Context: an optimization exercise on an open-source flow, tuned for small area. The choices shown serve that exercise and are no tape-out recipe.
In this exercise RTL edits were held to simulation tests only and were not proved equivalent to the original.
In every run shown here, the design's own scripts or RTL, not TritonCTS, make the clock network.
The clock input has no modelled driver; a real chip could not lean on it and would need a root buffer or a full tree.
No activity file was given, so power comes from the tool's default toggle rates.

--- design/flow/config.mk ---
export PLATFORM = sky130hd
export DESIGN_NAME = arpreq_wrapper
export DESIGN_NICKNAME = arpreq_wrapper
export VERILOG_FILES = /design/flow/design.v
export SDC_FILE = /design/flow/constraint.sdc
export NUM_CORES = 4
export LEC_CHECK = 0
export ABC_AREA = 1
export CAP_MARGIN = 20
export CORE_MARGIN = 2
export CORE_UTILIZATION = 40
export SLEW_MARGIN = 20
--- design/flow/constraint.sdc ---
create_clock -name core_clock -period 10.0 [get_ports {CLK}]
set_input_delay 2.0000 -clock core_clock [delete_from_list [all_inputs] [get_ports {CLK}]]
set_output_delay 2.0000 -clock core_clock [all_outputs]
set_load 0.01 [all_outputs]
--- design/flow/design.v ---
module arpreq (
    input transinit_v,
    input [1:0] bresp_v,
    input bvalid_v,
    output bready_v,
    output [12:0] awaddr_Waddr,
    output awvalid_Waddr,
    input awready_Waddr,
    input wready_Wdata,
    output wvalid_Wdata,
    output [3:0] wstrb_Wdata,
    output [31:0] wdata_Wdata,
    input arready_Raddr,
    output arvalid_Raddr,
    output [12:0] araddr_Raddr,
    input [31:0] rdata_Rdata,
    input [1:0] rresp_Rdata,
    output rready_Rdata,
    input rvalid_Rdata,
    input CLK,
    input RST
);
    localparam [2:0] S_IDLE = 3'b000,  
                     S_WS   = 3'b001,  
                     S_RA   = 3'b010,  
                     S_WAIT = 3'b011,  
                     S_LEN  = 3'b100,  
                     S_ST   = 3'b110,  
                     S_POLL = 3'b111;  
    reg awv, wv, arv, rr;   
    reg [2:0] sec;
    reg [3:0] c;            
    reg [31:5] rtn;         
    wire hi = sec[2];
    wire stp = sec[2] & sec[1];
    wire [3:0] word = {c[3] | hi, c[2] | hi, c[1] | stp, c[0] | hi};
    assign bready_v = 1'b1;
    assign awvalid_Waddr = awv;
    assign wvalid_Wdata = wv;
    assign arvalid_Raddr = arv;
    assign rready_Rdata = rr;
    assign awaddr_Waddr = {2'b00, {5{hi}}, word, 2'b00};
    assign araddr_Raddr = {2'b00, {5{hi}}, word, 2'b00};
    assign wstrb_Wdata = {{2{sec != S_LEN}}, 2'b11};
    localparam [32*16-1:0] KTAB = {
        32'h00000001, 32'hC8F80108, 32'h0000002A, 32'h0000002A,
        32'h11AC0601, 32'h00000100, 32'h10AC0000, 32'h00000000,
        32'h020010AC, 32'hCEFA005E, 32'h00000100, 32'h04060008,
        32'h01000608, 32'hCEFA005E, 32'h0000FFFF, 32'hFFFFFFFF};
    reg [31:0] k;
    integer i;
    always @(*) begin
        k = 32'd0;
        for (i = 0; i < 16; i = i + 1)
            if (word == i) k = k | KTAB[32*i +: 32];
    end
    assign wdata_Wdata = {~rtn, {4{sec == S_ST}} & c, 1'b0} | k;
    wire wdone = (awv | wv) & (~awv | awready_Waddr) & (~wv | wready_Wdata);
    wire adone = arv & arready_Raddr;
    wire rdone = rr & rvalid_Rdata;
    wire c3 = ~c[2] & c[1] & c[0];
    wire c10 = c[3] & c[1];
    wire wend = (rtn[12:5] == 8'b11110100);
    wire start = (sec == S_IDLE) & transinit_v;
    wire enter_w = start | (rdone & (((sec == S_WS) & ~c10) | (sec == S_LEN) | (sec == S_ST)));
    wire enter_a = wdone | ((sec == S_WAIT) & wend) |
                   (rdone & (((sec == S_WS) & c10) | ((sec == S_RA) & ~c10) |
                             ((sec == S_POLL) & rdata_Rdata[0])));
    always @(posedge CLK) begin
        if (RST) begin
            awv <= 1'b0;
            wv <= 1'b0;
            arv <= 1'b0;
            rr <= 1'b0;
        end else begin
            awv <= enter_w | (awv & ~awready_Waddr);
            wv <= enter_w | (wv & ~wready_Wdata);
            arv <= enter_a | (arv & ~arready_Raddr);
            rr <= adone | (rr & ~rvalid_Rdata);
        end
    end
    always @(posedge CLK) begin
        if (RST) begin
            sec <= S_IDLE;
        end else begin
            case (sec)
                S_IDLE: if (transinit_v) sec <= S_WS;
                S_WS: if (rdone) begin
                    if (c3) sec <= S_LEN;
                    else if (c10) sec <= S_RA;
                end
                S_LEN: if (rdone) sec <= S_WS;
                S_RA: if (rdone & c10) sec <= S_WAIT;
                S_WAIT: if (wend) sec <= S_ST;
                S_ST: if (wdone) sec <= S_POLL;
                S_POLL: if (rdone & ~rdata_Rdata[0]) sec <= S_IDLE;
                default: sec <= S_IDLE;
            endcase
        end
    end
    always @(posedge CLK) begin
        case (sec)
            S_IDLE: c <= 4'd0;
            S_WS: if (rdone) c <= c10 ? 4'd0 : c + 4'd1;
            S_RA: if (rdone) c <= c + 4'd1;
            S_ST: if (rr) c <= rdata_Rdata[4:1];
            default: ;
        endcase
    end
    wire st_cap = (sec == S_ST) & rr;     
    wire st_hold = (sec == S_ST) & ~rr;   
    always @(posedge CLK) begin
        if (sec == S_WAIT)
            rtn <= {{19{1'b1}}, rtn[11:5], rtn[12] ^ rtn[10] ^ rtn[9] ^ rtn[8]};
        else
            rtn <= ~(({27{st_cap}} & rdata_Rdata[31:5]) | ({27{st_hold}} & ~rtn));
    end
endmodule
module arpreq_wrapper (
    input transinit,
    input [1:0] bresp,
    input bvalid,
    output bready,
    output [12:0] awaddr,
    output awvalid,
    input awready,
    input wready,
    output wvalid,
    output [3:0] wstrb,
    output [31:0] wdata,
    input arready,
    output arvalid,
    output [12:0] araddr,
    input [31:0] rdata,
    input [1:0] rresp,
    output rready,
    input rvalid,
    input CLK,
    input RST
);
    arpreq uarpreq (
        .transinit_v(transinit),
        .bresp_v(bresp),
        .bvalid_v(bvalid),
        .bready_v(bready),
        .awaddr_Waddr(awaddr),
        .awvalid_Waddr(awvalid),
        .awready_Waddr(awready),
        .wready_Wdata(wready),
        .wvalid_Wdata(wvalid),
        .wstrb_Wdata(wstrb),
        .wdata_Wdata(wdata),
        .arready_Raddr(arready),
        .arvalid_Raddr(arvalid),
        .araddr_Raddr(araddr),
        .rdata_Rdata(rdata),
        .rresp_Rdata(rresp),
        .rready_Rdata(rready),
        .rvalid_Rdata(rvalid),
        .CLK(CLK),
        .RST(RST)
    );
endmodule
--- design/flow/flow/run.sh ---
#!/bin/bash
# The standard layout, with three changes:
#  - synthesis maps the logic with flow/area.abc (registers untouched);
#  - port buffers use the smallest buffer cell;
#  - the clock tree is one level of clock buffers (flow/cts_override.tcl).
set -euo pipefail
here=$(pwd)
cp standard.sh standard_sh.txt
# synthesis script: the standard flow's, with the ABC mapping script replaced
{
  echo "source $here/flow/abc_override.tcl"
  cat synth_recipe.tcl
} > my_synth.tcl
sed "s#SYNTH_SCRIPT=[^ ]*#SYNTH_SCRIPT=$here/my_synth.tcl#" standard.sh > my_standard.sh
export AREA_ABC_SCRIPT="$here/flow/area.abc"
export BUFFER_PORTS_ARGS="-buffer_cell sky130_fd_sc_hd__buf_1"
export PRE_CTS_TCL="$here/flow/cts_override.tcl"
export CLK_CLUSTERS=${CLK_CLUSTERS:-4}
export CLK_LEAF_BUF=${CLK_LEAF_BUF:-sky130_fd_sc_hd__clkbuf_4}
bash my_standard.sh > standard.log 2>&1
--- design/flow/flow/abc_override.tcl ---
# Map the logic with flow/area.abc instead of ORFS's ABC script; everything
# else in the synthesis (registers included) is the standard synthesis.
proc abc {args} {
  set i [lsearch -exact $args -script]
  if {$i >= 0} {
    set args [lreplace $args [expr {$i + 1}] [expr {$i + 1}] $::env(AREA_ABC_SCRIPT)]
  }
  puts "abc (area.abc): $args"
  yosys abc {*}$args
}
--- design/flow/flow/area.abc ---
&get -n
&st
&dch -f
&nf -R 1000
&put
topo
--- design/flow/flow/cts_override.tcl ---
# Clock tree: the registers are split into CLK_CLUSTERS groups by position
# (k-means), and each group's clock pins are driven by one clock buffer placed
# at the group's centre; the clock port drives only these buffers.
rename clock_tree_synthesis triton_clock_tree_synthesis
proc clock_tree_synthesis {args} {
  set block [ord::get_db_block]
  set clk_net [$block findNet CLK]
  set k $::env(CLK_CLUSTERS)
  set pts {}
  foreach iterm [$clk_net getITerms] {
    set inst [$iterm getInst]
    set box [$inst getBBox]
    lappend pts [list [expr {([$box xMin] + [$box xMax]) / 2.0}] \
      [expr {([$box yMin] + [$box yMax]) / 2.0}] \
      "[$inst getName]/[[$iterm getMTerm] getName]"]
  }
  set pts [lsort -real -index 0 $pts]
  set n [llength $pts]
  # initial centres: spread along x
  set cs {}
  for {set i 0} {$i < $k} {incr i} {
    set p [lindex $pts [expr {int(($i + 0.5) * $n / $k)}]]
    lappend cs [list [lindex $p 0] [lindex $p 1]]
  }
  for {set it 0} {$it < 50} {incr it} {
    set groups {}
    for {set i 0} {$i < $k} {incr i} { lappend groups {} }
    foreach p $pts {
      set best 0
      set bd 1e30
      for {set i 0} {$i < $k} {incr i} {
        set c [lindex $cs $i]
        set d [expr {abs([lindex $p 0] - [lindex $c 0]) + abs([lindex $p 1] - [lindex $c 1])}]
        if {$d < $bd} { set bd $d; set best $i }
      }
      lset groups $best [concat [lindex $groups $best] [list $p]]
    }
    set ncs {}
    for {set i 0} {$i < $k} {incr i} {
      set g [lindex $groups $i]
      if {[llength $g] == 0} { lappend ncs [lindex $cs $i]; continue }
      set sx 0; set sy 0
      foreach p $g { set sx [expr {$sx + [lindex $p 0]}]; set sy [expr {$sy + [lindex $p 1]}] }
      lappend ncs [list [expr {$sx / [llength $g]}] [expr {$sy / [llength $g]}]]
    }
    set cs $ncs
  }
  set dbu [$block getDbUnitsPerMicron]
  for {set i 0} {$i < $k} {incr i} {
    set g [lindex $groups $i]
    if {[llength $g] == 0} { continue }
    set pins {}
    foreach p $g { lappend pins [get_pins [lindex $p 2]] }
    set c [lindex $cs $i]
    set x [expr {[lindex $c 0] / $dbu}]
    set y [expr {[lindex $c 1] / $dbu}]
    puts "clock buffer $::env(CLK_LEAF_BUF) for [llength $g] sinks at ($x, $y)"
    insert_buffer -buffer_cell $::env(CLK_LEAF_BUF) -net CLK -load_pins $pins \
      -location [list $x $y] -buffer_name clkbuf_leaf_$i -net_name clknet_leaf_$i
  }
  global_connect
}
--- design/flow/standard.sh ---
#!/bin/bash
# synth_recipe.tcl (not shown) runs the flow's synth.tcl, then flattens the netlist and writes it again
# the make line also repeats each setting of config.mk as NAME=value (left out here)
make -C /OpenROAD-flow-scripts/flow DESIGN_CONFIG=/design/flow/config.mk WORK_HOME=/design/flow/orfs CLKGATE_MAP_FILE= SYNTH_SCRIPT=/design/flow/synth_recipe.tcl "${@:-finish}"
==> impl_metrics.toml, run 1 <==
[timing]
setup_viol = 0
timing.final.crit_share_pct = 47.0
tns_ns = 0
fin_crit_ns = 4.70
max_freq_mhz = 213
clock_skew_ns = 0.0101
worst_pin_slew_ns = 1.01
rsz0062_at_grt = "no"
slew_violations = 0
max-slew-margin-rel_pct = 32.6
hold_violations = 0

[routing]
drtIter0Drc = 111
antenna_left = 0
vias_per_cell = 4.95
drc = 0
post_drt_wl_per_cell_um = 12.6
first_pass_iters = 4
via_count = 2075
totalWireLength_um = 5260

[power_and_ir_drop]
ir_drop_uv = 145
powerDensity_mw_per_mm2 = 290
p_leak_nw = 0.869

[synthesis]
syn_inst = 270
async_flop_share_pct = 0
ys_ff_latch = 38
yosysWarningCount = 1
synth_edf_count = 4
synth_area_leaders = "dfxtp_1 (34%), buf_4 (9.7%), nor2_1 (9.7%)"
yosysSeqAreaShare_pct = 39.8
yosysUniqueCellTypes = 29
synth_top_area_share_pct = 33.8
synth_area_leader_cell = "dfxtp_1"
yosys-top-cells-count = "nor2_1 (52), nand2_1 (43), dfxtp_1 (34)"
avgSynthCellArea_um2 = 7.46
synth.most_common_cell = "nor2_1"
synth_area_mm2 = 0.00201
ys.flop_type = "dfxtp_1"

[critical_path]
worstPathRequired_ns = 8.00
critPathMaxFanout = 22
start_kind = "register"
worstPathArrival_ns = 2.70
worstSetupPathType = "register to primary output"
crit_path_end_kind = "primary output"

[die]
die_w_um = 74.9
initial_core_util_pct = 42.1
dieArea_mm2 = 0.00562
core_area_mm2 = 0.00479
pin_count = 111
die-height_um = 74.9
placementRows = 25

[global_routing]
grt_pass1_vias = 1867
overflow = 0
track_usage_pct = 18.6
grt_pass1_wl_um = 8470
antenna_found_initial = 0
grt_max_degree = 29

[status]
run_status = "complete, no violations"

[finish]
syn_to_final_growth_pct = 15.5
drive_above_1_share_pct = 1.42
fin_nets = 399
fin_util_pct = 48.6
antenna_cells = 0

[place]
gp_congestion = 0.842
portBuffers = 94
dpl.hpwl_um = 3950

[clocking]
cts_resized = 0
cts_setup_buffers = 0
clkTransAtPathRegs_ns = 0.10
cts_hold_buffers = 0
clk_latency_ns = 0.16

[flow_run]
timing.max_cap.violations = 0

[worst_hold_path]
hold_class = "register to register"
==> routing by layer <==
metal  vias to the layer above  global-route usage (%)  share of wire, %  routed length, µm
met1                       939                    24.1                44               2330
met4                         0                    1.39              0.91                 48
met2                        72                    33.1                47               2490
met3                         5                    4.15               7.4                389
met5                         -                       0                 0                  0
li1                       1059                       -                 -                  -
==> worst paths after layout <==
path / slack [ns] / from / depth (start not counted) / end
setup / recovery: 5.30 / uarpreq.sec[2]$_SDFFE_PP0P_ / 9 / wdata[21]
hold reg to reg: 0.49 / uarpreq.rtn[25]$_SDFF_PP1_ / 2 / uarpreq.rtn[25]$_SDFF_PP1_
setup reg to reg: 7.12 / uarpreq.sec[2]$_SDFFE_PP0P_ / 8 / uarpreq.sec[2]$_SDFFE_PP0P_
hold / removal: 0.49 / uarpreq.rtn[25]$_SDFF_PP1_ / 2 / uarpreq.rtn[25]$_SDFF_PP1_
==> through the flow <==
step / power [W] / instances / area, µm² / hold slack [ns] / setup WS, ns
after floorplan: 0.000499 / 279 / 2050 / 0.466 / 6.03
after global placement: 0.000622 / 415 / 2300 / 0.474 / 5.48
after detailed placement: 0.000624 / 415 / 2300 / 0.478 / 5.46
after CTS: 0.000669 / 419 / 2330 / 0.482 / 5.46
after global routing: 0.000738 / 419 / 2330 / 0.512 / 4.94
final: 0.000674 / 419 / 2330 / 0.492 / 5.30
==> registers in the layout, summed over array words and instances, names as in the netlist <==
| name | flops |
|---|---|
| uarpreq.rtn | 27 |
| uarpreq.arv | 1 |
| uarpreq.awv | 1 |
| uarpreq.wv | 1 |
| uarpreq.sec | 3 |
| uarpreq.c | 4 |
| uarpreq.rr | 1 |
==> critical path, cell delays in order (launching register included) <==
cell	delay, ns
dfxtp_1	0.74
nor2_1	0.32
clkinv_1	0.15
nor2_1	0.06
nand3_1	0.21
o21ai_0	0.13
a31oi_1	0.43
o31a_1	0.29
nand2_1	0.07
buf_1	0.12
==> cell usage in the layout, fill, tap and decap left out <==
cell / count
buf_1: 94
nor2_1: 52
nand2_1: 43
dfxtp_1: 34
a21oi_1: 27
nand3_1: 14
o21ai_0: 12
conb_1: 11
clkinv_1: 8
a211oi_1: 7
nand2b_1: 6
xnor2_1: 5
and2_0: 4
clkbuf_4: 4
edfxtp_1: 4
nand4_1: 3
nor4_1: 3
or3_1: 2
a31oi_1: 2
o31a_1: 2
o2111ai_1: 2
o211ai_1: 2
a41oi_1: 2
nor3_1: 2
xor2_1: 1
a21o_1: 1
o2111a_1: 1
a32oi_1: 1
o311a_1: 1
ha_1: 1
buf_4: 1
==> logic make-up (layout without fill, tap and decap cells) <==
family,count (synthesis),count (layout),share of synthesized area (%)
AOI/OAI and AO/OA,60,60,18.1
xor gates and xnor gates,6,6,2.61
adders and majority gates,1,1,0.621
buffers and inverters,34,107,11.2
DFF,38,38,39.8
other,2,11,0.373
and+or+nand+nor,129,129,27.3
==> report_power, final <==
| group | internal [W] | switching (W) | total [W] |
|---|---|---|---|
| Clock | 0.0000192 | 0.0000379 | 0.0000570 |
| Combinational | 0.000136 | 0.000270 | 0.000406 |
| Sequential | 0.000175 | 0.0000349 | 0.000210 |
| Total | 0.000331 | 0.000343 | 0.000674 |
==> final cells by class, without the clock buffers <==
cell class | instances | area, µm²
inverters | 8 | 30.0
flip-flops and latches | 38 | 801
well taps | 67 | 83.8
fillers | 542 | 2460
multi-input cells | 207 | 1020
repair buffers | 95 | 360
==> run 2: changes to the inputs <==
--- a/design/flow/design.v
+++ b/design/flow/design.v
@@ -31,5 +31,12 @@
     reg [2:0] sec;
     reg [3:0] c;            
-    reg [31:5] rtn;         
+    reg [31:5] rt;          
+    wire idle = (sec == S_IDLE);
+    wire ws = (sec == S_WS);
+    wire ra = (sec == S_RA);
+    wire wt = (sec == S_WAIT);
+    wire len = (sec == S_LEN);
+    wire st = (sec == S_ST);
+    wire poll = (sec == S_POLL);
     wire hi = sec[2];
     wire stp = sec[2] & sec[1];
@@ -42,5 +49,5 @@
     assign awaddr_Waddr = {2'b00, {5{hi}}, word, 2'b00};
     assign araddr_Raddr = {2'b00, {5{hi}}, word, 2'b00};
-    assign wstrb_Wdata = {{2{sec != S_LEN}}, 2'b11};
+    assign wstrb_Wdata = {{2{~len}}, 2'b11};
     localparam [32*16-1:0] KTAB = {
         32'h00000001, 32'hC8F80108, 32'h0000002A, 32'h0000002A,
@@ -55,5 +62,5 @@
             if (word == i) k = k | KTAB[32*i +: 32];
     end
-    assign wdata_Wdata = {~rtn, {4{sec == S_ST}} & c, 1'b0} | k;
+    assign wdata_Wdata = {rt, k[4:1] | ({4{st}} & c), k[0]};
     wire wdone = (awv | wv) & (~awv | awready_Waddr) & (~wv | wready_Wdata);
     wire adone = arv & arready_Raddr;
@@ -61,10 +68,9 @@
     wire c3 = ~c[2] & c[1] & c[0];
     wire c10 = c[3] & c[1];
-    wire wend = (rtn[12:5] == 8'b11110100);
-    wire start = (sec == S_IDLE) & transinit_v;
-    wire enter_w = start | (rdone & (((sec == S_WS) & ~c10) | (sec == S_LEN) | (sec == S_ST)));
-    wire enter_a = wdone | ((sec == S_WAIT) & wend) |
-                   (rdone & (((sec == S_WS) & c10) | ((sec == S_RA) & ~c10) |
-                             ((sec == S_POLL) & rdata_Rdata[0])));
+    wire wcount = wt & ~rr;
+    wire wrap = &c;
+    wire wend = wcount & c[1] & c[0] & (rt[8:5] == 4'b0100);
+    wire enter_w = (idle & transinit_v) | (rdone & (ws | len | st));
+    wire enter_a = wdone | wend | (rdone & (ra | (poll & rdata_Rdata[0])));
     always @(posedge CLK) begin
         if (RST) begin
@@ -86,10 +92,10 @@
             case (sec)
                 S_IDLE: if (transinit_v) sec <= S_WS;
-                S_WS: if (rdone) begin
+                S_WS: if (adone) begin
                     if (c3) sec <= S_LEN;
                     else if (c10) sec <= S_RA;
                 end
-                S_LEN: if (rdone) sec <= S_WS;
-                S_RA: if (rdone & c10) sec <= S_WAIT;
+                S_LEN: if (adone) sec <= S_WS;
+                S_RA: if (adone & c10) sec <= S_WAIT;
                 S_WAIT: if (wend) sec <= S_ST;
                 S_ST: if (wdone) sec <= S_POLL;
@@ -99,20 +105,21 @@
         end
     end
+    wire c_inc = (adone & ((ws & ~c10) | ra)) | wcount;
+    wire c_hold = (~adone & (ws | ra)) | len | (st & ~rr) | (wt & rr);
+    wire c_cap = st & rr;
     always @(posedge CLK) begin
-        case (sec)
-            S_IDLE: c <= 4'd0;
-            S_WS: if (rdone) c <= c10 ? 4'd0 : c + 4'd1;
-            S_RA: if (rdone) c <= c + 4'd1;
-            S_ST: if (rr) c <= rdata_Rdata[4:1];
-            default: ;
-        endcase
+        c <= {4{~RST}} & (({4{c_inc}} & (c + 4'd1)) | ({4{c_hold}} & c) |
+                          ({4{c_cap}} & rdata_Rdata[4:1]));
     end
-    wire st_cap = (sec == S_ST) & rr;     
-    wire st_hold = (sec == S_ST) & ~rr;   
+    wire st_cap = st & rr;           
+    wire st_hold = st & ~rr;         
+    wire w_hold = st_hold | (wcount & ~wrap);    
+    wire w_step = wcount & wrap;                 
+    wire ld = ~st & ~wcount;                     
+    wire [8:5] lfsr_in = {rt[7:5], ~(rt[8] ^ rt[7])};
     always @(posedge CLK) begin
-        if (sec == S_WAIT)
-            rtn <= {{19{1'b1}}, rtn[11:5], rtn[12] ^ rtn[10] ^ rtn[9] ^ rtn[8]};
-        else
-            rtn <= ~(({27{st_cap}} & rdata_Rdata[31:5]) | ({27{st_hold}} & ~rtn));
+        rt[31:9] <= ({23{st_cap}} & rdata_Rdata[31:9]) | ({23{st_hold}} & rt[31:9]) | k[31:9];
+        rt[8:5] <= ({4{st_cap}} & rdata_Rdata[8:5]) | ({4{w_hold}} & rt[8:5]) |
+                   ({4{w_step}} & lfsr_in) | ({4{ld}} & k[8:5]);
     end
 endmodule
--- a/design/flow/flow/run.sh
+++ b/design/flow/flow/run.sh
@@ -17,4 +17,6 @@
 export PRE_CTS_TCL="$here/flow/cts_override.tcl"
 export CLK_CLUSTERS=${CLK_CLUSTERS:-4}
-export CLK_LEAF_BUF=${CLK_LEAF_BUF:-sky130_fd_sc_hd__clkbuf_4}
+export CLK_LEAF_BUF=${CLK_LEAF_BUF:-sky130_fd_sc_hd__clkbuf_8}
+export CLK_LEAF_BUF_BIG=${CLK_LEAF_BUF_BIG:-sky130_fd_sc_hd__clkbuf_8}
+export CLK_SLEW_UPSIZE=${CLK_SLEW_UPSIZE:-0.125}
 bash my_standard.sh > standard.log 2>&1
==> design/flow/flow/cts_override.tcl (replaced) <==
# Clock tree: the registers are split into CLK_CLUSTERS groups of nearly equal
# size by position (k-means with a size cap), and each group's clock pins are
# driven by one clock buffer placed at the group's centre; the clock port
# drives only these buffers. A buffer whose estimated clock-pin slew is over
# CLK_SLEW_UPSIZE ns is swapped for CLK_LEAF_BUF_BIG.
rename clock_tree_synthesis triton_clock_tree_synthesis
proc clock_tree_synthesis {args} {
  set block [ord::get_db_block]
  set clk_net [$block findNet CLK]
  set k $::env(CLK_CLUSTERS)
  set pts {}
  foreach iterm [$clk_net getITerms] {
    set inst [$iterm getInst]
    set box [$inst getBBox]
    lappend pts [list [expr {([$box xMin] + [$box xMax]) / 2.0}] \
      [expr {([$box yMin] + [$box yMax]) / 2.0}] \
      "[$inst getName]/[[$iterm getMTerm] getName]"]
  }
  set pts [lsort -real -index 0 $pts]
  set n [llength $pts]
  set cap [expr {($n + $k - 1) / $k}]
  set cs {}
  for {set i 0} {$i < $k} {incr i} {
    set p [lindex $pts [expr {int(($i + 0.5) * $n / $k)}]]
    lappend cs [list [lindex $p 0] [lindex $p 1]]
  }
  for {set it 0} {$it < 30} {incr it} {
    # assign points to centres, nearest pairs first, at most cap per centre
    set pairs {}
    for {set j 0} {$j < $n} {incr j} {
      set p [lindex $pts $j]
      for {set i 0} {$i < $k} {incr i} {
        set c [lindex $cs $i]
        lappend pairs [list [expr {abs([lindex $p 0] - [lindex $c 0]) + abs([lindex $p 1] - [lindex $c 1])}] $j $i]
      }
    }
    set pairs [lsort -real -index 0 $pairs]
    set taken [lrepeat $n 0]
    set sizes [lrepeat $k 0]
    set groups [lrepeat $k {}]
    foreach pr $pairs {
      lassign $pr d j i
      if {[lindex $taken $j] || [lindex $sizes $i] >= $cap} { continue }
      lset taken $j 1
      lset sizes $i [expr {[lindex $sizes $i] + 1}]
      lset groups $i [concat [lindex $groups $i] [list [lindex $pts $j]]]
    }
    set ncs {}
    for {set i 0} {$i < $k} {incr i} {
      set g [lindex $groups $i]
      if {[llength $g] == 0} { lappend ncs [lindex $cs $i]; continue }
      set sx 0; set sy 0
      foreach p $g { set sx [expr {$sx + [lindex $p 0]}]; set sy [expr {$sy + [lindex $p 1]}] }
      lappend ncs [list [expr {$sx / [llength $g]}] [expr {$sy / [llength $g]}]]
    }
    set cs $ncs
  }
  set dbu [$block getDbUnitsPerMicron]
  set bufs {}
  for {set i 0} {$i < $k} {incr i} {
    set g [lindex $groups $i]
    if {[llength $g] == 0} { continue }
    set pins {}
    foreach p $g { lappend pins [get_pins [lindex $p 2]] }
    set c [lindex $cs $i]
    set x [expr {[lindex $c 0] / $dbu}]
    set y [expr {[lindex $c 1] / $dbu}]
    puts "clock buffer $::env(CLK_LEAF_BUF) for [llength $g] sinks at ($x, $y)"
    lappend bufs [insert_buffer -buffer_cell $::env(CLK_LEAF_BUF) -net CLK -load_pins $pins \
      -location [list $x $y] -buffer_name clkbuf_leaf_$i -net_name clknet_leaf_$i]
  }
  global_connect
  # upsize the buffers of slow groups
  set_propagated_clock [all_clocks]
  estimate_parasitics -placement
  foreach b $bufs {
    set name [get_full_name $b]
    set out [get_pins $name/X]
    set net [get_nets -of_objects $out]
    set worst 0
    foreach p [get_pins -of_objects $net -filter "direction==input"] {
      set s [get_property $p slew_max]
      if {$s > $worst} { set worst $s }
    }
    puts "clock buffer $name: estimated worst clock-pin slew $worst"
    if {$worst > $::env(CLK_SLEW_UPSIZE)} {
      puts "  swapped for $::env(CLK_LEAF_BUF_BIG)"
      replace_cell $b $::env(CLK_LEAF_BUF_BIG)
    }
  }
  unset_propagated_clock [all_clocks]
}
==> run 2 against run 1 <==
Global-route usage is 0.87 points lower. Flip-flop and latch count stayed put. Register-to-register slack better by 0.32 ns. Cell count is 7.2% lower. Critical path depth is 3 lower. Clock power is 35% higher. Sequential share of layout area is 1.3 points lower. Total power is 8.1% lower. Die area is 2.8% lower. Largest power group unchanged.
==> impl_metrics.toml, run 2 <==
[status]
run_status = "complete, no violations"

[synthesis]
syn_inst = 240
synth_area_mm2 = 0.00195
post_synth_fa_ha_maj_area_fraction_pct = 1.28
synth-simple-area-share_pct = 20.1
yosysWarningCount = 1
synth_area_leaders = "dfxtp_1 (39%), buf_4 (10%), a22oi_1 (6.9%)"
yosysUniqueCellTypes = 33
synth_edf_count = 0
synth.most_common_cell = "dfxtp_1"
synth_top_family_by_area = "compound AO/OA/AOI/OAI gates"
synth_xor_area_share_pct = 1.35
avgSynthCellArea_um2 = 8.14
yosysSeqAreaShare_pct = 38.9
synthMuxAreaShare_pct = 0
synth_area_leader_cell = "dfxtp_1"
yosys-top-cells-count = "dfxtp_1 (38), nand2_1 (34), buf_4 (26)"
synth_compound_area_share_pct = 26.4
synth_top_area_share_pct = 38.9
async_flop_share_pct = 0
ys_ff_latch = 38
ys.flop_type = "dfxtp_1"

[timing]
hold_violations = 0
tns_ns = 0
setup_viol = 0
timing.final.crit_share_pct = 45.3
max-slew-margin-rel_pct = 31.1
worst_pin_slew_ns = 1.03
fin_crit_ns = 4.53
clock_skew_ns = 0.00385
rsz0062_at_grt = "no"
slew_violations = 0
max_freq_mhz = 221
whs_ns = 0.461

[finish]
design_area_mm2 = 0.00229
largest_reg_flops = 27
fin_nets = 370
largest-register = "uarpreq.rt"
fin_cells = 389
syn_to_final_growth_pct = 17.4
final_cell_mix = "buf_1 (94), dfxtp_1 (38), nand2_1 (34), nor2_1 (22), a22oi_1 (18)"
reg_top3 = "uarpreq.rt x27, uarpreq.c x4, uarpreq.sec x3"
drive_above_1_share_pct = 1.86
antenna_cells = 0
n_fill_cell = 510
layout_commonest_cell = "buf_1"

[critical_path]
start_kind = "register"
worstSetupPathType = "register to primary output"
worstPathRequired_ns = 8.00
crit_path_end_kind = "primary output"
critPathMaxFanout = 22
worstPathArrival_ns = 2.53

[routing]
first_pass_iters = 4
totalWireLength_um = 4990
vias_per_cell = 5.09
via_count = 1980
post_drt_wl_per_cell_um = 12.8
antenna_left = 0
drc = 0
drtIter0Drc = 186

[global_routing]
grt_max_degree = 26
grt_pass1_wl_um = 8000
overflow = 0
track_usage_pct = 17.7
antenna_found_initial = 0
grt_pass1_vias = 1763

[clocking]
clk_latency_ns = 0.13
cts_hold_buffers = 0
clkTransAtPathRegs_ns = 0.07
cts_resized = 0
cts_setup_buffers = 0

[place]
dpl.hpwl_um = 3710
portBuffers = 94
gp_congestion = 0.834
dp_cells = 385
placed_area_mm2 = 0.00224

[die]
dieArea_mm2 = 0.00546
die_w_um = 73.9
die-height_um = 73.9
core_area_mm2 = 0.00472
initial_core_util_pct = 41.4
placementRows = 25
pin_count = 111

[power_and_ir_drop]
powerDensity_mw_per_mm2 = 270
p_leak_nw = 0.858
ir_drop_uv = 112

[flow_run]
timing.max_cap.violations = 0

[worst_hold_path]
hold_class = "register to register"
## run 2: cell count changes after synthesis, sizes merged, moves of 5 or more
| cell | previous run | this run |
|---|---|---|
| nor2 | 52 | 23 |
| a22oi | 0 | 18 |
| a21oi | 27 | 16 |
| nand2 | 43 | 34 |
| a221o | 0 | 8 |
| a222oi | 0 | 5 |
## run 2: area by class of cell, without the clock buffers
cell class	count	area [µm²]	area share, %
inverters	8	30.0	1.31
multi-input cells	177	1000	43.8
flip-flops and latches	38	761	33.2
well taps	67	83.8	3.66
repair buffers	95	360	15.7
## run 2: critical path, cell delays in order, from the launching register on
cell and delay, ns:
dfxtp_1 0.50, nor2_1 0.59, clkinv_1 0.26, nor3_1 0.64, nor2_1 0.12, nand3_1 0.11
buf_1 0.17
## run 2: final timing paths
kind	depth (start not counted)	end	slack [ns]	from
worst max-delay path	6	wdata[2]	5.47	uarpreq.sec[2]$_SDFFE_PP0P_
worst max register to register	7	uarpreq.sec[1]$_SDFFE_PP0P_	7.44	uarpreq.c[1]$_DFF_P_
worst min-delay path	2	uarpreq.rt[24]$_DFF_P_	0.46	uarpreq.rt[24]$_DFF_P_
worst min register to register	2	uarpreq.rt[24]$_DFF_P_	0.46	uarpreq.rt[24]$_DFF_P_
## run 2: power breakdown
group / internal, W / switching, W
registers: 0.000213 / 0.0000458
clock network: 0.0000364 / 0.0000406
logic: 0.000103 / 0.000180
total: 0.000353 / 0.000266
## run 2: metrics by stage
stage / worst slack, ns / util (%) / total power [W]
after detailed placement: 5.63 / 47.4 / 0.000547
final: 5.47 / 48.6 / 0.000619
after CTS: 5.62 / 48.6 / 0.000607
after floorplan: 6.18 / - / 0.000466
after global routing: 5.17 / 48.6 / 0.000677
after global placement: 5.64 / 47.4 / 0.000543
## run 2: logic make-up (layout without fill, tap and decap cells)
logic type	Yosys count	after routing
fa+ha+maj	2	2
simple gates	88	88
buf+inv	34	107
flops	38	38
compound gates	73	73
xor+xnor	3	3
other cells	2	11
## run 2: routing by layer
layer  share of wire (%)  routed length, µm  global-route usage, %
met1                  47               2330                   24.7
met2                  46               2310                   30.4
met3                 5.4                271                   1.65
met4                 1.4                 71                   2.63
met5                   0                  0                      0
==> run 3: changes to the inputs <==
--- a/design/flow/flow/run.sh
+++ b/design/flow/flow/run.sh
@@ -17,5 +17,5 @@
 export PRE_CTS_TCL="$here/flow/cts_override.tcl"
 export CLK_CLUSTERS=${CLK_CLUSTERS:-4}
-export CLK_LEAF_BUF=${CLK_LEAF_BUF:-sky130_fd_sc_hd__clkbuf_8}
+export CLK_LEAF_BUF=${CLK_LEAF_BUF:-sky130_fd_sc_hd__clkbuf_4}
 export CLK_LEAF_BUF_BIG=${CLK_LEAF_BUF_BIG:-sky130_fd_sc_hd__clkbuf_8}
 export CLK_SLEW_UPSIZE=${CLK_SLEW_UPSIZE:-0.125}
==> run 3 against run 2 <==
Still clean. Core utilization decreased by 0.53 points. Area after synthesis stayed put. Synthesized cell count unchanged. Cell count stayed put. Die area is the same. First-iteration DRC count down 18%. Sequential power is essentially flat. Sequential share of layout area up 0.37 points. Global-route usage hardly changed. Critical path type unchanged. Critical endpoint unchanged. Highest routed layer unchanged.
==> impl_metrics.toml, run 3 <==
[synthesis]
async_flop_share_pct = 0
synth_area_leaders = "dfxtp_1 (39%), buf_4 (10%), a22oi_1 (6.9%)"
yosysUniqueCellTypes = 33
synth_area_leader_cell = "dfxtp_1"
synth_top_area_share_pct = 38.9
yosysSeqAreaShare_pct = 38.9
syn_inst = 240
yosysWarningCount = 1
synth_area_mm2 = 0.00195
synth_edf_count = 0
avgSynthCellArea_um2 = 8.14
yosys-top-cells-count = "dfxtp_1 (38), nand2_1 (34), buf_4 (26)"
ys_ff_latch = 38
synth.most_common_cell = "dfxtp_1"
ys.flop_type = "dfxtp_1"

[place]
portBuffers = 94
dpl.hpwl_um = 3710
placed_area_mm2 = 0.00224
gp_congestion = 0.834

[finish]
fin_util_pct = 48.0
layout_commonest_cell = "buf_1"
fin_nets = 370
largest-register = "uarpreq.rt"
final_cell_mix = "buf_1 (94), dfxtp_1 (38), nand2_1 (34), nor2_1 (22), a22oi_1 (18)"
syn_to_final_growth_pct = 16.1
largest_reg_flops = 27
antenna_cells = 0
drive_above_1_share_pct = 1.86
reg_top3 = "uarpreq.rt x27, uarpreq.c x4, uarpreq.sec x3"
design_area_mm2 = 0.00227
n_fill_cell = 511

[timing]
tns_ns = 0
max_freq_mhz = 218
rsz0062_at_grt = "no"
hold_violations = 0
slew_violations = 0
setup_viol = 0
clock_skew_ns = 0.00509
worst_pin_slew_ns = 1.02
max-slew-margin-rel_pct = 32.0
fin_crit_ns = 4.59
timing.final.crit_share_pct = 45.9

[power_and_ir_drop]
power_w = 0.000602
ir_drop_uv = 120
powerDensity_mw_per_mm2 = 265
p_leak_nw = 0.848

[routing]
post_drt_wl_per_cell_um = 12.7
first_pass_iters = 5
vias_per_cell = 5.11
via_count = 1988
antenna_left = 0
drtIter0Drc = 153
totalWireLength_um = 4960
drc = 0

[die]
die_w_um = 73.9
core_area_mm2 = 0.00472
initial_core_util_pct = 41.4
pin_count = 111
dieArea_mm2 = 0.00546
die-height_um = 73.9
placementRows = 25

[worst_hold_path]
hold_class = "register to register"

[global_routing]
grt_pass1_vias = 1764
antenna_found_initial = 0
grt_pass1_wl_um = 7990
overflow = 0
track_usage_pct = 17.7
grt_max_degree = 26

[critical_path]
worstPathArrival_ns = 2.59
crit_path_top_delay_cell = "nor3_1"
start_kind = "register"
cpMostUsedCell = "nor2_1"
worstSetupPathType = "register to primary output"
worstPathRequired_ns = 8.00
cp_cell_sequence = "nor2_1, clkinv_1, nor3_1, nor2_1, nand3_1, buf_1"
critPathMaxFanout = 22
crit_path_end_kind = "primary output"
slowest_delay_ns = 0.65
r2r_setup_slack_ns = 7.44

[clocking]
clkTransAtPathRegs_ns = 0.11
cts_hold_buffers = 0
clk_latency_ns = 0.17
cts_setup_buffers = 0
cts_resized = 0

[flow_run]
timing.max_cap.violations = 0

[status]
run_status = "complete, no violations"
-- run 3: per-stage QoR --
stage	hold slack [ns]	setup slack [ns]	std cells
finish	0.470	5.41	389
global route	0.516	5.12	389
CTS	0.448	5.62	389
detailed placement	0.448	5.63	385
global placement	0.442	5.64	385
floorplan	0.502	6.18	249
-- run 3: kinds of logic after synthesis --
kind of cell | after synthesis | synth area share (%)
other | 2 | 0.385
DFF | 38 | 38.9
buffers and inverters | 34 | 11.5
adders and majority gates | 2 | 1.28
and+or+nand+nor | 88 | 20.1
AOI/OAI and AO/OA | 73 | 26.4
xor gates and xnor gates | 3 | 1.35
-- run 3: area by class of cell, without the clock buffers --
cell class / count / area (µm²) / share of cell area [%]
Multi-Input combinational cell: 177 / 1000 / 44.2
Sequential cell: 38 / 761 / 33.5
Timing Repair Buffer: 95 / 360 / 15.9
Tap cell: 67 / 83.8 / 3.70
Inverter: 8 / 30.0 / 1.32
-- run 3: critical path, delay by kind of cell, from the launching register on --
| kind | cells | cell delay [ns] |
|---|---|---|
| flip-flops | 1 | 0.51 |
| AND/OR/NAND/NOR | 4 | 1.47 |
| buffers and inverters | 2 | 0.44 |
-- run 3: layer usage --
metal  track usage [%]  vias to the layer above  part of all wire [%]
li1                  -                     1014                     -
met1              24.4                      906                    47
met2              30.7                       62                    47
met3              1.65                        6                   5.0
met4              2.42                        0                   1.3
met5                 0                        -                     0
-- run 3: power by group --
group / total [W] / internal (W) / switching [W] / leakage, nW
clock network: 0.0000598 / 0.0000192 / 0.0000406 / 0.0184
registers: 0.000259 / 0.000213 / 0.0000459 / 0.317
logic: 0.000283 / 0.000103 / 0.000180 / 0.512
total: 0.000602 / 0.000335 / 0.000266 / 0.848
-- run 3: worst paths after layout --
path / end / startpoint / cells past startpoint
setup / recovery: wdata[2] / uarpreq.sec[2]$_SDFFE_PP0P_ / 6
hold / removal: uarpreq.rt[24]$_DFF_P_ / uarpreq.rt[24]$_DFF_P_ / 2
setup reg to reg: uarpreq.sec[1]$_SDFFE_PP0P_ / uarpreq.c[1]$_DFF_P_ / 7
hold reg to reg: uarpreq.rt[24]$_DFF_P_ / uarpreq.rt[24]$_DFF_P_ / 2
==> run 4: changes to the inputs <==
--- a/design/flow/design.v
+++ b/design/flow/design.v
@@ -21,11 +21,11 @@
     input RST
 );
-    localparam [2:0] S_IDLE = 3'b000,  
-                     S_WS   = 3'b001,  
-                     S_RA   = 3'b010,  
-                     S_WAIT = 3'b011,  
-                     S_LEN  = 3'b100,  
-                     S_ST   = 3'b110,  
-                     S_POLL = 3'b111;  
+    localparam [2:0] S_IDLE = 3'b110,  
+                     S_WS   = 3'b000,  
+                     S_RA   = 3'b111,  
+                     S_WAIT = 3'b101,  
+                     S_LEN  = 3'b010,  
+                     S_ST   = 3'b011,  
+                     S_POLL = 3'b100;  
     reg awv, wv, arv, rr;   
     reg [2:0] sec;
@@ -39,6 +39,6 @@
     wire st = (sec == S_ST);
     wire poll = (sec == S_POLL);
-    wire hi = sec[2];
-    wire stp = sec[2] & sec[1];
+    wire hi = len | st | poll;
+    wire stp = st | poll;
     wire [3:0] word = {c[3] | hi, c[2] | hi, c[1] | stp, c[0] | hi};
     assign bready_v = 1'b1;
--- a/design/flow/config.mk
+++ b/design/flow/config.mk
@@ -7,6 +7,6 @@
 export LEC_CHECK = 0
 export ABC_AREA = 1
-export CAP_MARGIN = 20
+export CAP_MARGIN = 0
 export CORE_MARGIN = 2
 export CORE_UTILIZATION = 40
-export SLEW_MARGIN = 20
+export SLEW_MARGIN = 0
==> run 4 against run 3 <==
Area after synthesis decreased by 1.6%. Worst setup slack got worse by 0.36 ns. Total power increased by 30%. Still clean on timing, DRC and antenna. Sequential power increased by 3%.
==> impl_metrics.toml, run 4 <==
[status]
run_status = "complete, no violations"

[die]
core_area_mm2 = 0.00469
pin_count = 111
die-height_um = 73.3
placementRows = 25
die_w_um = 73.3
dieArea_mm2 = 0.00538
initial_core_util_pct = 41.0

[finish]
fin_nets = 361
design_area_mm2 = 0.00223
largest_reg_flops = 27
syn_to_final_growth_pct = 16.1
largest-register = "uarpreq.rt"
final_cell_mix = "buf_1 (94), dfxtp_1 (38), nand2_1 (35), nor2_1 (20), a221o_1 (14)"
fin_cells = 367
reg_top3 = "uarpreq.rt x27, uarpreq.c x4, uarpreq.sec x3"
n_fill_cell = 520
layout_commonest_cell = "buf_1"
drive_above_1_share_pct = 2.24
antenna_cells = 0

[routing]
totalWireLength_um = 5070
drc = 0
antenna_left = 0
via_count = 1982
drtIter0Drc = 130
vias_per_cell = 5.40
first_pass_iters = 5
post_drt_wl_per_cell_um = 13.8

[synthesis]
post_synth_fa_ha_maj_area_fraction_pct = 1.30
synth_area_leaders = "dfxtp_1 (40%), buf_4 (10%), a221o_1 (7.3%)"
yosysUniqueCellTypes = 35
synth.most_common_cell = "dfxtp_1"
ys.flop_type = "dfxtp_1"
async_flop_share_pct = 0
synth_xor_area_share_pct = 0.911
synth_area_mm2 = 0.00192
yosysSeqAreaShare_pct = 39.6
synth_compound_area_share_pct = 26.8
synth_top_area_share_pct = 39.6
synth_top_family_by_area = "compound AO/OA/AOI/OAI gates"
avgSynthCellArea_um2 = 8.36
ys_ff_latch = 38
synth-simple-area-share_pct = 18.8
yosysWarningCount = 1
synthMuxAreaShare_pct = 0.521
yosys-top-cells-count = "dfxtp_1 (38), nand2_1 (35), buf_4 (26)"
synth_edf_count = 0
synth_area_leader_cell = "dfxtp_1"
syn_inst = 230

[timing]
worst_pin_slew_ns = 0.947
clock_skew_ns = 0.0107
tns_ns = 0
setup_viol = 0
max-slew-margin-rel_pct = 36.4
max_freq_mhz = 202
hold_violations = 0
whs_ns = 0.481
timing.final.crit_share_pct = 49.5
fin_crit_ns = 4.95
slew_violations = 0
rsz0062_at_grt = "no"

[critical_path]
worstRegToRegCells = 12
worstSetupPathType = "register to primary output"
start_kind = "register"
slowest_delay_ns = 0.57
cp_cell_sequence = "nand2_1, nor2_1, nor2_1, nand2_1, nor2_1, clkinv_1, o31ai_1, a221o_1, buf_1"
regToRegStartpoint = "uarpreq.sec[1]$_SDFFE_PP1P_"
critPathMaxFanout = 13
worstPathRequired_ns = 8.00
cpMostUsedCell = "nor2_1"
crit_path_end_kind = "primary output"
r2r_setup_slack_ns = 6.91
worstPathArrival_ns = 2.95
crit_buf_inv = 2
path_delay_family = "simple AND/OR/NAND/NOR gates"
crit_path_top_delay_cell = "nor2_1"
reg2reg_to = "uarpreq.rt[21]$_DFF_P_"

[clocking]
cts_resized = 0
cts_setup_buffers = 0
clkTransAtPathRegs_ns = 0.11
clk_latency_ns = 0.17
cts_hold_buffers = 0

[power_and_ir_drop]
switchingPower_w = 0.000376
p_int_w = 0.000407
combPwrFrac_pct = 58.4
ir_drop_uv = 141
seq_power_share_pct = 33.9
clockPowerShare_pct = 7.7
sw_frac_of_total_pct = 48.0
p_leak_nw = 0.851
powerDensity_mw_per_mm2 = 351

[global_routing]
grt_max_degree = 26
overflow = 0
grt_pass1_wl_um = 7750
grt_pass1_vias = 1628
track_usage_pct = 17.4
antenna_found_initial = 0

[place]
placed_area_mm2 = 0.00220
gp_congestion = 0.829
portBuffers = 94
dpl.hpwl_um = 3760
dp_cells = 363

[flow_run]
timing.max_cap.violations = 0

[worst_hold_path]
hold_depth = 2
holdCritStartpoint = "uarpreq.rt[23]$_DFF_P_"
hold_class = "register to register"
hold_end = "uarpreq.rt[23]$_DFF_P_"
-- run 4: cell count changes after synthesis, sizes merged, moves of 3 or more --
cell,before,now
a31oi,1,4
a211oi,3,0
a221o,8,14
a22oi,18,12
o21ai,13,9
nor2,23,20
a21oi,16,13
and3,3,0
-- run 4: kinds of logic (layout without fill, tap and decap cells) --
group,count (synthesis),in the layout
buf+inv,34,108
other cells,2,11
mux,1,1
compound gates,69,69
fa+ha+maj,2,2
simple gates,82,82
xor+xnor,2,2
flops,38,38
-- run 4: worst max path at each step --
stage	to	slack, ns	cells past startpoint	from
after floorplan	wdata[1]	5.80	7	uarpreq.sec[0]$_SDFFE_PP0P_
after global placement	wdata[1]	5.32	9	uarpreq.sec[1]$_SDFFE_PP1P_
after detailed placement	wdata[1]	5.29	9	uarpreq.sec[1]$_SDFFE_PP1P_
after CTS	wdata[1]	5.27	9	uarpreq.sec[1]$_SDFFE_PP1P_
after global routing	wdata[1]	4.77	9	uarpreq.sec[1]$_SDFFE_PP1P_
final	wdata[1]	5.05	9	uarpreq.sec[1]$_SDFFE_PP1P_
-- run 4: stage by stage --
step           worst slack, ns  power, W  util, %
2_1_floorplan             5.80  0.000626        -
3_3_place_gp              5.32  0.000727     46.9
3_5_place_dp              5.29  0.000730     46.9
4_1_cts                   5.27  0.000776     47.5
5_1_grt                   4.77  0.000856     47.5
6_report                  5.05  0.000784     47.5
-- run 4: worst min-delay path, cell delays in order, from the launching register on --
cell and delay, ns:
dfxtp_1 0.34, a22oi_1 0.06, nand2_1 0.06
-- run 4: power by group through the flow --
stage	Clock [W]	Sequential, W	Combinational [W]
finish	0.0000603	0.000266	0.000458
global route	0.0000674	0.000273	0.000516
CTS	0.0000421	0.000270	0.000464
detailed placement	0	0.000270	0.000461
global placement	0	0.000268	0.000459
floorplan	0	0.000292	0.000334
-- run 4: layout make-up, without the clock buffers --
| class | instances | area, µm² | area share, % |
|---|---|---|---|
| multi-input cells | 167 | 975 | 43.7 |
| flip-flops and latches | 38 | 761 | 34.1 |
| repair buffers | 96 | 368 | 16.5 |
| well taps | 54 | 67.6 | 3.03 |
| inverters | 8 | 30.0 | 1.35 |
-- run 4: metal layers --
metal / track usage, % / vias to the layer above / share of wire, %
met1: 24.3 / 909 / 46
li1: - / 992 / -
met4: 1.82 / 0 / 0.93
met3: 1.65 / 4 / 5.7
met2: 30.3 / 77 / 47
met5: 0 / - / 0
==> run 5: changes to the inputs <==
--- a/design/flow/config.mk
+++ b/design/flow/config.mk
@@ -7,6 +7,6 @@
 export LEC_CHECK = 0
 export ABC_AREA = 1
-export CAP_MARGIN = 0
+export CAP_MARGIN = 20
 export CORE_MARGIN = 2
-export CORE_UTILIZATION = 40
-export SLEW_MARGIN = 0
+export CORE_UTILIZATION = 55
+export SLEW_MARGIN = 20
==> run 5 against run 4 <==
Total power down 0.62%. Clock power down 5.1%. Cell area fell by 0.45%. Critical path type unchanged. Worst setup slack improved by 0.061 ns. Sequential share of layout area increased by 0.15 points. Still clean. Sequential power about the same.
==> impl_metrics.toml, run 5 <==
[synthesis]
syn_inst = 230
synth.most_common_cell = "dfxtp_1"
async_flop_share_pct = 0
synthMuxAreaShare_pct = 0.521
synth_area_leader_cell = "dfxtp_1"
synth_area_leaders = "dfxtp_1 (40%), buf_4 (10%), a221o_1 (7.3%)"
ys.flop_type = "dfxtp_1"
post_synth_fa_ha_maj_area_fraction_pct = 1.30
yosysSeqAreaShare_pct = 39.6
yosysWarningCount = 1
synth-simple-area-share_pct = 18.8
synth_top_area_share_pct = 39.6
synth_top_family_by_area = "compound AO/OA/AOI/OAI gates"
yosysUniqueCellTypes = 35
avgSynthCellArea_um2 = 8.36
synth_edf_count = 0
synth_xor_area_share_pct = 0.911
ys_ff_latch = 38
synth_compound_area_share_pct = 26.8
synth_area_mm2 = 0.00192
yosys-top-cells-count = "dfxtp_1 (38), nand2_1 (35), buf_4 (26)"

[timing]
max-slew-margin-rel_pct = 39.8
slew_violations = 0
timing.final.ws_setup_ns = 5.11
timing.final.crit_share_pct = 48.9
tns_ns = 0
clock_skew_ns = 0.0106
max_freq_mhz = 204
rsz0062_at_grt = "no"
worst_pin_slew_ns = 0.896
fin_crit_ns = 4.89
setup_viol = 0
hold_violations = 0

[critical_path]
crit_path_top_delay_cell = "nor2_1"
path_delay_family = "simple AND/OR/NAND/NOR gates"
cpMostUsedCell = "nor2_1"
slowest_delay_ns = 0.56
reg2reg_to = "uarpreq.rt[21]$_DFF_P_"
critPathMaxFanout = 13
start_kind = "register"
cp_cell_sequence = "nand2_1, nor2_1, nor2_1, nand2_1, nor2_1, clkinv_1, o31ai_1, a221o_1, buf_1"
worstSetupPathType = "register to primary output"
worstRegToRegCells = 12
regToRegStartpoint = "uarpreq.sec[1]$_SDFFE_PP1P_"
worstPathArrival_ns = 2.89
crit_buf_inv = 2
cp_num_cells = 9
crit_path_end_kind = "primary output"
r2r_setup_slack_ns = 6.91
worstPathRequired_ns = 8.00

[routing]
antenna_left = 0
drc = 0
drtIter0Drc = 142
vias_per_cell = 5.49
post_drt_wl_per_cell_um = 13.0
totalWireLength_um = 4680
via_count = 1970
first_pass_iters = 4

[global_routing]
overflow = 0
track_usage_pct = 23.3
grt_max_degree = 32
grt_pass1_wl_um = 7870
antenna_found_initial = 0
grt_pass1_vias = 1716

[finish]
antenna_cells = 0
reg_top3 = "uarpreq.rt x27, uarpreq.c x4, uarpreq.sec x3"
n_fill_cell = 337
multi_input_area_um2 = 975
largest_reg_flops = 27
drive_above_1_share_pct = 2.24
largest-register = "uarpreq.rt"
final_cell_mix = "buf_1 (94), dfxtp_1 (38), nand2_1 (35), nor2_1 (20), a221o_1 (14)"
design_area_mm2 = 0.00222
fin_nets = 361
seqCellArea_um2 = 761
layout_commonest_cell = "buf_1"
syn_to_final_growth_pct = 15.6

[power_and_ir_drop]
powerDensity_mw_per_mm2 = 351
p_leak_nw = 0.851
ir_drop_uv = 178

[clocking]
cts_setup_buffers = 0
cts_resized = 0
clkTransAtPathRegs_ns = 0.11
cts_hold_buffers = 0
clk_latency_ns = 0.16

[die]
pin_count = 111
die_w_um = 63.1
placementRows = 21
initial_core_util_pct = 57.6
die-height_um = 63.1
core_area_mm2 = 0.00334
dieArea_mm2 = 0.00398

[status]
run_status = "complete, no violations"

[place]
portBuffers = 94
gp_congestion = 0.914
dpl.hpwl_um = 3450
pre_cts_ws_ns = 5.34
placed_area_mm2 = 0.00219

[worst_hold_path]
holdCritStartpoint = "uarpreq.rt[9]$_DFF_P_"
hold_depth = 2
hold_class = "register to register"
hold_end = "uarpreq.rt[9]$_DFF_P_"

[flow_run]
timing.max_cap.violations = 0
==> run 5: cell counts in the layout (fill, tap and decap cells not counted) <==
No cell type changed its count.
==> run 5: through the flow <==
step	util, %	hold slack [ns]	std cells	power [W]
2_1_floorplan	-	0.516	239	0.000626
3_3_place_gp	65.7	0.462	355	0.000720
3_5_place_dp	65.7	0.463	355	0.000724
4_1_cts	66.6	0.466	359	0.000770
5_1_grt	66.6	0.514	359	0.000856
6_report	66.6	0.487	359	0.000779
==> run 5: final cells by class, without the clock buffers <==
type,instances,area share (%)
inverter,8,1.35
tap,46,2.59
timing repair buffer,96,16.6
sequential,38,34.3
multi-input combinational,167,43.9
==> run 5: worst max-delay path by stage <==
stage	start	to	slack, ns
CTS	uarpreq.sec[1]$_SDFFE_PP1P_	wdata[1]	5.33
global placement	uarpreq.sec[1]$_SDFFE_PP1P_	wdata[1]	5.38
finish	uarpreq.sec[1]$_SDFFE_PP1P_	wdata[1]	5.11
global route	uarpreq.sec[1]$_SDFFE_PP1P_	wdata[1]	4.67
detailed placement	uarpreq.sec[1]$_SDFFE_PP1P_	wdata[1]	5.34
floorplan	uarpreq.sec[0]$_SDFFE_PP0P_	wdata[1]	5.80
==> run 5: worst reg2reg max path, delay by kind of cell (launching register included) <==
kind                   cells  cell delay (ns)
and+or+nand+nor            9             1.74
AOI/OAI and AO/OA          2             0.53
buffers and inverters      1             0.16
DFF                        1             0.52
==> run 5: power breakdown <==
part           total [W]  leakage [nW]  switching [W]  internal, W
sequential      0.000267         0.317      0.0000446     0.000222
combinational   0.000455         0.516       0.000289     0.000166
clock          0.0000572        0.0184      0.0000380    0.0000192
==> run 5: metal layers <==
layer	global-route usage, %	vias up	share of wire, %
met5	0	-	0
met2	38.8	88	45
met1	32.3	881	46
met3	2.68	8	7.4
li1	-	993	-
met4	5.56	0	1.8
==> run 5: logic make-up (layout without fill, tap and decap cells) <==
logic type / Yosys count / after routing
AND/OR/NAND/NOR: 82 / 82
AO/OA/AOI/OAI: 69 / 69
flip-flops: 38 / 38
buffers and inverters: 34 / 108
adder cells (fa/ha/maj): 2 / 2
other: 2 / 11
XOR/XNOR: 2 / 2
multiplexers: 1 / 1
==> run 6: changes to the inputs <==
--- a/design/flow/config.mk
+++ b/design/flow/config.mk
@@ -9,4 +9,4 @@
 export CAP_MARGIN = 20
 export CORE_MARGIN = 2
-export CORE_UTILIZATION = 55
+export CORE_UTILIZATION = 40
 export SLEW_MARGIN = 20
==> run 6 against run 5 <==
Register-to-register slack is essentially flat. Maximum frequency is 1.2% lower. Die area rose by 35%. Sequential share of layout area fell by 0.15 points. Hold slack lost 0.0056 ns. Synthesized cell count is the same. Largest cell class unchanged.
==> impl_metrics.toml, run 6 <==
[finish]
syn_to_final_growth_pct = 16.1
reg_top3 = "uarpreq.rt x27, uarpreq.c x4, uarpreq.sec x3"
layout_commonest_cell = "buf_1"
design_area_mm2 = 0.00223
n_fill_cell = 520
largest-register = "uarpreq.rt"
drive_above_1_share_pct = 2.24
final_cell_mix = "buf_1 (94), dfxtp_1 (38), nand2_1 (35), nor2_1 (20), a221o_1 (14)"
largest_reg_flops = 27
fin_nets = 361
antenna_cells = 0
seqCellArea_um2 = 761
multi_input_area_um2 = 975

[synthesis]
avgSynthCellArea_um2 = 8.36
async_flop_share_pct = 0
synth_area_mm2 = 0.00192
ys_ff_latch = 38
synth_area_leaders = "dfxtp_1 (40%), buf_4 (10%), a221o_1 (7.3%)"
ys.flop_type = "dfxtp_1"
synth_top_area_share_pct = 39.6
yosysSeqAreaShare_pct = 39.6
yosysWarningCount = 1
yosysUniqueCellTypes = 35
synth.most_common_cell = "dfxtp_1"
syn_inst = 230
synth_edf_count = 0
synth_area_leader_cell = "dfxtp_1"
yosys-top-cells-count = "dfxtp_1 (38), nand2_1 (35), buf_4 (26)"

[place]
dpl.hpwl_um = 3760
portBuffers = 94
gp_congestion = 0.829
placed_area_mm2 = 0.00220

[critical_path]
start_kind = "register"
critPathMaxFanout = 13
worstPathRequired_ns = 8.00
worstPathArrival_ns = 2.95
worstSetupPathType = "register to primary output"
crit_path_end_kind = "primary output"

[routing]
via_count = 1982
totalWireLength_um = 5070
drtIter0Drc = 130
first_pass_iters = 5
antenna_left = 0
post_drt_wl_per_cell_um = 13.8
vias_per_cell = 5.40
drc = 0

[die]
pin_count = 111
dieArea_mm2 = 0.00538
die_w_um = 73.3
placementRows = 25
initial_core_util_pct = 41.0
die-height_um = 73.3
core_area_mm2 = 0.00469

[timing]
setup_viol = 0
tns_ns = 0
timing.final.crit_share_pct = 49.5
hold_violations = 0
clock_skew_ns = 0.0107
worst_pin_slew_ns = 0.947
max_freq_mhz = 202
rsz0062_at_grt = "no"
slew_violations = 0
max-slew-margin-rel_pct = 36.4
fin_crit_ns = 4.95

[global_routing]
track_usage_pct = 17.4
grt_pass1_wl_um = 7750
overflow = 0
grt_pass1_vias = 1628
antenna_found_initial = 0
grt_max_degree = 26

[clocking]
cts_setup_buffers = 0
clk_latency_ns = 0.17
cts_resized = 0
clkTransAtPathRegs_ns = 0.11
cts_hold_buffers = 0

[flow_run]
timing.max_cap.violations = 0

[power_and_ir_drop]
ir_drop_uv = 141
p_leak_nw = 0.851
powerDensity_mw_per_mm2 = 351

[worst_hold_path]
hold_class = "register to register"

[status]
run_status = "complete, no violations"
[run 6: cell counts after synthesis]
Identical to the previous run, type by type.
[run 6: path summary, 6_finish.rpt]
| kind | from | slack (ns) | to | cells after the start |
|---|---|---|---|---|
| max | uarpreq.sec[1]$_SDFFE_PP1P_ | 5.05 | wdata[1] | 9 |
| min | uarpreq.rt[23]$_DFF_P_ | 0.48 | uarpreq.rt[23]$_DFF_P_ | 2 |
| min reg2reg | uarpreq.rt[23]$_DFF_P_ | 0.48 | uarpreq.rt[23]$_DFF_P_ | 2 |
| max reg2reg | uarpreq.sec[1]$_SDFFE_PP1P_ | 6.91 | uarpreq.rt[21]$_DFF_P_ | 12 |
[run 6: kinds of logic after synthesis]
| logic type | Yosys count | share of synthesized area (%) |
|---|---|---|
| adders and majority gates | 2 | 1.30 |
| DFF | 38 | 39.6 |
| buffers and inverters | 34 | 11.7 |
| AOI/OAI and AO/OA | 69 | 26.8 |
| and+or+nand+nor | 82 | 18.8 |
| muxes | 1 | 0.521 |
| xor gates and xnor gates | 2 | 0.912 |
| other | 2 | 0.391 |
[run 6: worst max-delay path: stages (launching register included)]
cell	delay, ns
dfxtp_1	0.42
nand2_1	0.15
nor2_1	0.16
nor2_1	0.13
nand2_1	0.23
nor2_1	0.57
clkinv_1	0.25
o31ai_1	0.51
a221o_1	0.19
buf_1	0.17
[run 6: area by class of cell, without the clock buffers]
class / instances / share of cell area [%]
Inverter: 8 / 1.35
Multi-Input combinational cell: 167 / 43.7
Sequential cell: 38 / 34.1
Tap cell: 54 / 3.03
Timing Repair Buffer: 96 / 16.5
[run 6: power by group]
group,switching [W],internal [W]
registers,0.0000435,0.000222
clock network,0.0000411,0.0000192
logic,0.000292,0.000166
[run 6: through the flow]
step | hold slack (ns) | util (%) | std cells | power, W | setup WS, ns
after floorplan | 0.516 | - | 239 | 0.000626 | 5.80
after global placement | 0.465 | 46.9 | 363 | 0.000727 | 5.32
after detailed placement | 0.460 | 46.9 | 363 | 0.000730 | 5.29
after CTS | 0.463 | 47.5 | 367 | 0.000776 | 5.27
after global routing | 0.510 | 47.5 | 367 | 0.000856 | 4.77
final | 0.481 | 47.5 | 367 | 0.000784 | 5.05
[run 6: routing by layer]
metal | routed length, µm | GRT usage [%]
met5 | 0 | 0
met4 | 47 | 1.82
met3 | 290 | 1.65
met2 | 2380 | 30.3
met1 | 2350 | 24.3
==> run 7: changes to the inputs <==
--- a/design/flow/flow/run.sh
+++ b/design/flow/flow/run.sh
@@ -15,4 +15,5 @@
 export AREA_ABC_SCRIPT="$here/flow/area.abc"
 export BUFFER_PORTS_ARGS="-buffer_cell sky130_fd_sc_hd__buf_1"
+export PRE_GLOBAL_PLACE_TCL="$here/flow/pre_gpl.tcl"
 export PRE_CTS_TCL="$here/flow/cts_override.tcl"
 export CLK_CLUSTERS=${CLK_CLUSTERS:-4}
==> design/flow/flow/pre_gpl.tcl (new file) <==
# Global placement runs without timing-driven mode (which would do this), so
# remove the synthesis buffers here, before the port buffers go in.
remove_buffers
--- a/design/flow/config.mk
+++ b/design/flow/config.mk
@@ -10,3 +10,4 @@
 export CORE_MARGIN = 2
 export CORE_UTILIZATION = 40
+export GPL_TIMING_DRIVEN = 0
 export SLEW_MARGIN = 20
==> run 7 against run 6 <==
First-iteration DRC count shrank 47%. Sequential share of layout area is 0.32 points lower. Combinational power about the same. Core utilization up 0.45 points. Clock power rose by 8.1%. Global-route usage rose by 0.41 points.
==> impl_metrics.toml, run 7 <==
[power_and_ir_drop]
clockPowerShare_pct = 8.2
power_w = 0.000790
combPwrFrac_pct = 58.0
powerDensity_mw_per_mm2 = 351
p_leak_nw = 0.862
p_int_w = 0.000412
switchingPower_w = 0.000378
ir_drop_uv = 159
sw_frac_of_total_pct = 47.9
seq_power_share_pct = 33.7

[timing]
fin_crit_ns = 4.90
tns_ns = 0
setup_viol = 0
clock_skew_ns = 0.0289
rsz0062_at_grt = "no"
slew_violations = 0
max_freq_mhz = 204
timing.final.crit_share_pct = 49.0
max-slew-margin-rel_pct = 37.7
worst_pin_slew_ns = 0.927
hold_violations = 0
timing.final.ws_setup_ns = 5.10

[finish]
largest_reg_flops = 27
largest-register = "uarpreq.rt"
antenna_cells = 0
fin_nets = 362
final_cell_mix = "buf_1 (94), dfxtp_1 (38), nand2_1 (35), nor2_1 (20), a221o_1 (14)"
layout_commonest_cell = "buf_1"
syn_to_final_growth_pct = 17.2
drive_above_1_share_pct = 2.55
fin_util_pct = 48.0
reg_top3 = "uarpreq.rt x27, uarpreq.c x4, uarpreq.sec x3"

[critical_path]
worstPathRequired_ns = 8.00
start_kind = "register"
worstSetupPathType = "register to primary output"
crit_path_end_kind = "primary output"
critPathMaxFanout = 13
worstPathArrival_ns = 2.90

[synthesis]
synth.most_common_cell = "dfxtp_1"
synth_edf_count = 0
yosysUniqueCellTypes = 35
yosys-top-cells-count = "dfxtp_1 (38), nand2_1 (35), buf_4 (26)"
ys_ff_latch = 38
yosysSeqAreaShare_pct = 39.6
synth_area_mm2 = 0.00192
synth_top_area_share_pct = 39.6
syn_inst = 230
yosysWarningCount = 1
synth_area_leaders = "dfxtp_1 (40%), buf_4 (10%), a221o_1 (7.3%)"
avgSynthCellArea_um2 = 8.36
async_flop_share_pct = 0
synth_area_leader_cell = "dfxtp_1"
ys.flop_type = "dfxtp_1"

[routing]
via_count = 1978
totalWireLength_um = 5070
post_drt_wl_per_cell_um = 13.8
first_pass_iters = 4
vias_per_cell = 5.38
drtIter0Drc = 69
drc = 0
antenna_left = 0

[die]
die_w_um = 73.3
dieArea_mm2 = 0.00538
die-height_um = 73.3
initial_core_util_pct = 41.0
placementRows = 25
pin_count = 111
core_area_mm2 = 0.00469

[global_routing]
overflow = 0
track_usage_pct = 17.8
antenna_found_initial = 0
grt_pass1_vias = 1718
grt_max_degree = 23
grt_pass1_wl_um = 7950

[clocking]
clkTransAtPathRegs_ns = 0.10
cts_setup_buffers = 0
cts_resized = 0
cts_hold_buffers = 0
clk_latency_ns = 0.17

[place]
dpl.hpwl_um = 3800
pre_cts_ws_ns = 5.29
gp_congestion = 0.843
portBuffers = 94

[status]
run_status = "complete, no violations"

[flow_run]
timing.max_cap.violations = 0

[worst_hold_path]
hold_class = "register to register"
run 7: per-stage QoR:
stage | hold WS (ns) | instance area, µm² | instances
2_1_floorplan | 0.516 | 1960 | 239
3_3_place_gp | 0.462 | 2180 | 361
3_5_place_dp | 0.466 | 2220 | 364
4_1_cts | 0.471 | 2250 | 368
5_1_grt | 0.516 | 2250 | 368
6_report | 0.490 | 2250 | 368
run 7: cell type report, without the clock buffers:
cell class / instances / area [µm²]
inverters: 8 / 30.0
well taps: 54 / 67.6
multi-input cells: 167 / 975
repair buffers: 97 / 383
flip-flops and latches: 38 / 761
fillers: 532 / 2440
run 7: cells by family after synthesis:
| family | count (synthesis) | synth area share (%) |
|---|---|---|
| AND/OR/NAND/NOR | 82 | 18.8 |
| AO/OA/AOI/OAI | 69 | 26.8 |
| XOR/XNOR | 2 | 0.912 |
| multiplexers | 1 | 0.521 |
| flip-flops | 38 | 39.6 |
| other | 2 | 0.391 |
| buffers and inverters | 34 | 11.7 |
| adder cells (fa/ha/maj) | 2 | 1.30 |
run 7: path summary, 6_finish.rpt:
check	from	slack (ns)	cells after the start	to
worst max-delay path	uarpreq.sec[1]$_SDFFE_PP1P_	5.10	9	wdata[1]
worst min-delay path	uarpreq.rt[19]$_DFF_P_	0.49	2	uarpreq.rt[19]$_DFF_P_
worst max register to register	uarpreq.sec[1]$_SDFFE_PP1P_	6.95	12	uarpreq.rt[23]$_DFF_P_
worst min register to register	uarpreq.rt[19]$_DFF_P_	0.49	2	uarpreq.rt[19]$_DFF_P_
run 7: critical path: stages, from the launching register on:
cell and delay, ns:
dfxtp_1 0.40, nand2_1 0.15, nor2_1 0.15, nor2_1 0.12, nand2_1 0.24, nor2_1 0.58, clkinv_1 0.25, o31ai_1 0.50
a221o_1 0.20, buf_1 0.17
run 7: routing by layer:
layer  track usage (%)  part of all wire, %  wire length (µm)  vias to the layer above
met5                 0                    0                 0                        -
met3              2.06                  5.4               273                        8
met4              2.42                  1.5                74                        0
met1              24.3                   46              2330                      917
li1                  -                    -                 -                      990
met2              31.1                   47              2390                       63
run 7: power by group through the flow:
stage	Clock, W	Sequential (W)	Combinational [W]
CTS	0.0000463	0.000270	0.000464
floorplan	0	0.000292	0.000334
detailed placement	0	0.000269	0.000462
global placement	0	0.000268	0.000458
finish	0.0000652	0.000267	0.000459
global route	0.0000714	0.000274	0.000522

## what the ideal ports hide
The flow's constraints put no driver on any port. The routed layouts listed below were extracted and timed again, unchanged, in two steps.
Step 1 sets driving cells, clkbuf_16 on the clock port and buf_2 on the other inputs (assumed; they add their load-dependent delay and slew).
Step 2 moves the port delays by t, midway between the first and last clock arrival at a register: inputs arrive t later, outputs are due t later. That takes back most of the time a late clock gives input paths.
a / b / c = ideal / step 1 / step 2; a / b = the first two.
| run | t, ns | setup WS [ns] | worst setup path at the end |
|---|---|---|---|
| run 1 | 0.209 | 5.299 / 5.248 / 5.457 | register to output |
| run 2 | 0.187 | 5.470 / 5.414 / 5.601 | register to output |
| run 3 | 0.209 | 5.409 / 5.363 / 5.573 | register to output |
| run 4 | 0.210 | 5.045 / 5.000 / 5.211 | register to output |
| run 5 | 0.205 | 5.106 / 5.061 / 5.265 | register to output |
| run 6 | 0.210 | 5.045 / 5.000 / 5.211 | register to output |
| run 7 | 0.204 | 5.097 / 5.044 / 5.248 | register to output |
After both steps every run listed still meets setup and hold.
